This design comes from an exercise in tuning for small area, a short achievable clock period and few clock cycles on the open sky130 flow, not from production work. At most, simulation tests tie the RTL to the original design; equivalence was not proved.

==> flow/design.v (excerpt) <==
module ysyx_22050058_top(
    input   wire            clk,
    input   wire            rst,
    output  wire [63:0]     imem_addr,
    input   wire [63:0]     imem_rdata,
    output  wire            dmem_ren,
    output  wire [63:0]     dmem_raddr,
    input   wire [63:0]     dmem_rdata,
    output  wire            dmem_wen,
    output  wire [63:0]     dmem_waddr,
    output  wire [63:0]     dmem_wdata,
    output  wire [7:0]      dmem_wmask,
    output  wire            halt
);
Size in the first run: about 16000 cells after synthesis, ~400 I/O pins, about 160000 µm² of cells after synthesis.
Settings: LEC_CHECK=0, CAP_MARGIN=40, CELL_PAD_IN_SITES_DETAIL_PLACEMENT=1, CELL_PAD_IN_SITES_GLOBAL_PLACEMENT=1, CORE_MARGIN=2, CORE_UTILIZATION=50, PLACE_DENSITY=0.65, SLEW_MARGIN=40; clock period 15.0 ns.
standard.sh (not shown) runs the stock make flow with config.mk's settings and CLKGATE_MAP_FILE= SYNTH_SCRIPT=/design/flow/synth_recipe.tcl, a recipe that flattens the netlist after the stock synthesis.
==> flow/flow/run.sh <==
#!/bin/bash
set -euo pipefail
bash standard.sh SETUP_SLACK_MARGIN=9 finish > standard_flow.log 2>&1
The starting point never finished: it broke off in 5_1_grt with GRT-0116.
Edit:
--- a/flow/design.v
+++ b/flow/design.v
@@ -4,20 +4,18 @@
     input  wire        start,
     input  wire [2:0]  f3_in,
     input  wire        w_in,
     input  wire [4:0]  rd_in,
     input  wire [63:0] a,
     input  wire [63:0] b,
     output wire        busy,
     output wire [4:0]  rd,
     output wire        xhold,
-    input  wire        kill_in,      
-    output reg         killed,
     output wire        sh_req,
     output reg  [63:0] sh_hi,
     output reg  [63:0] sh_lo,
     output reg  [5:0]  sh_amt,
     output wire        sh_rev,
     input  wire [63:0] sh_out,
     output wire        wb,
     output wire [63:0] result
 );
@@ -134,27 +132,24 @@
         end
     end
     wire d_rem   = f3[1];
     assign dval  = d_rem ? acc[63:0] : q;
     wire neg_res = d_rem ? an_r : ((an_r ^ bn_r) & bnz_r);
     wire [63:0] res = is_div ? q : sh_out;
     assign result = w ? {{32{res[31]}}, res[31:0]} : res;
     assign busy   = (st != S_IDLE);
     assign rd     = rd_r;
-    assign wb     = (st == S_DONE) & (rd_r != 5'd0) & ~killed;
+    assign wb     = (st == S_DONE) & (rd_r != 5'd0);
     assign xhold  = (st == S_DONE) | (st == S_DSH);
     always @(posedge clk) begin
         if (rst) begin
-            st     <= S_IDLE;
-            killed <= 1'b0;
+            st <= S_IDLE;
         end else begin
-            if (st == S_IDLE) killed <= 1'b0;
-            else if (kill_in) killed <= 1'b1;
             case (st)
                 S_IDLE:  if (start) st <= ld_div ? S_DPRE : S_MSTEP;
                 S_MSTEP: if (cnt == 7'd1) st <= S_DONE;
                 S_DPRE:  st <= (d_zero | d_big) ? S_DFIN : S_DSH;
                 S_DSH:   st <= dpow ? S_DFIN : S_DSTEP;
                 S_DSTEP: if (cnt == 7'd1) st <= S_DFIN;
                 S_DFIN:  st <= S_DONE;
                 default: st <= S_IDLE;
             endcase
@@ -287,19 +282,19 @@
     wire op_reg   = opc[6:2] == 5'b01100;
     wire op_reg32 = opc[6:2] == 5'b01110;
     wire op_sys   = opc[6:2] == 5'b11100;
     wire [63:0] imm_i = {{52{inst[31]}}, inst[31:20]};
     wire [63:0] imm_s = {{52{inst[31]}}, inst[31:25], inst[11:7]};
     wire [63:0] imm_u = {{32{inst[31]}}, inst[31:12], 12'b0};
     wire [15:2] imm_b = {{4{inst[31]}}, inst[7], inst[30:25], inst[11:9]};
     wire [15:2] imm_j = {inst[15:12], inst[20], inst[30:22]};
     wire [63:0] rf_rdata1, rf_rdata2;
-    wire        md_busy, md_xhold, md_wb, md_kill;
+    wire        md_busy, md_xhold, md_wb;
     wire [4:0]  md_rd;
     wire [63:0] md_result;
     wire        rf_we = (x_valid & x_wen & ~x_stall) | md_wb;
     ysyx_22050058_regfile u_rf (
         .clk(clk),
         .we(rf_we), .waddr(md_wb ? md_rd : x_rd), .wdata(md_wb ? md_result : x_result),
         .raddr1(f_rs1), .rdata1(rf_rdata1),
         .raddr2(f_rs2), .rdata2(rf_rdata2)
     );
@@ -310,25 +305,23 @@
     wire        f_take = op_jal | (op_br & (inst[31] | f_f3[0]));
     wire [15:2] f_seq  = pc_q + 14'd1;
     wire [15:2] f_tgt  = pc_q + (op_jal ? imm_j : imm_b);
     wire        f_jpred = op_jalr & x_valid & x_auipc & (x_rd == f_rs1);
     wire [15:0] f_jtgt = sum[15:0] + inst[31:20];
     wire [15:2] f_next = f_jpred ? f_jtgt[15:2] : f_take ? f_tgt : f_seq;
     wire f_md   = (op_reg | op_reg32) & inst[25];
     wire f_wen  = (op_lui | op_auipc | op_jal | op_jalr | op_ld | op_imm | op_imm32 |
                    op_reg | op_reg32) & ~f_md & (f_rd != 5'd0);
-    wire f_use1 = ~(op_lui | op_auipc | op_jal);
-    wire f_use2 = op_reg | op_reg32 | op_br | op_st;
-    wire x_wr_md = x_valid & x_wen & (x_rd == md_rd);      
-    wire hz_md  = md_busy & ~md_kill & ~x_wr_md & (md_rd != 5'd0) &
-                  ((f_use1 & (f_rs1 == md_rd)) | (f_use2 & (f_rs2 == md_rd)));
+    wire f_wr   = f_wen | f_md;
+    wire hz_md  = md_busy & (md_rd != 5'd0) &
+                  ((f_rs1 == md_rd) | (f_rs2 == md_rd) | (f_wr & (f_rd == md_rd)));
     wire hz_x   = x_valid & x_md & (x_rd != 5'd0) &
-                  ((f_use1 & (f_rs1 == x_rd)) | (f_use2 & (f_rs2 == x_rd)));
+                  ((f_rs1 == x_rd) | (f_rs2 == x_rd) | (f_wr & (f_rd == x_rd)));
     wire f_hold = hz_md | hz_x;
     wire f_isub = (op_reg | op_reg32) & ~inst[25] & inst[30] & (f_f3 == 3'b000);
     wire f_slt  = (op_reg & ~inst[25] | op_imm) & (f_f3[2:1] == 2'b01);
     wire f_sub  = f_isub | f_slt | op_br;
     reg [3:0] f_res;
     always @(*) begin
         f_res = R_SUM;
         if (op_jal | op_jalr)            f_res = R_LINK;
         else if (op_ld)                  f_res = R_LOAD;
@@ -430,19 +423,18 @@
             default: ld_val = ldw;
         endcase
     end
     ysyx_22050058_mdu u_mdu (
         .clk(clk), .rst(rst),
         .start(x_valid & x_md),
         .f3_in(x_f3), .w_in(x_w), .rd_in(x_rd),
         .a(x_opa), .b(x_opb),
         .busy(md_busy), .rd(md_rd), .xhold(md_xhold),
-        .kill_in(x_wr_md & ~x_stall), .killed(md_kill),
         .sh_req(md_sh_req), .sh_hi(md_sh_hi), .sh_lo(md_sh_lo), .sh_amt(md_sh_amt),
         .sh_rev(md_sh_rev), .sh_out(sh_res),
         .wb(md_wb), .result(md_result)
     );
     reg [63:0] res;
     always @(*) begin
         case (x_res)
             R_SUM:  res = sum;
             R_SLT:  res = {63'd0, lts};
Result: The changed run ended with an error in 5_1_grt, error GRT-0116; synthesized cell count goes down by 1.9%; area after synthesis goes down by 1.1%.
Testbench counts after the change, summed over its fixed seeds: cycles 154,478.
Only the layout flow was run in the first run of this note; the RTL was not checked for function there.
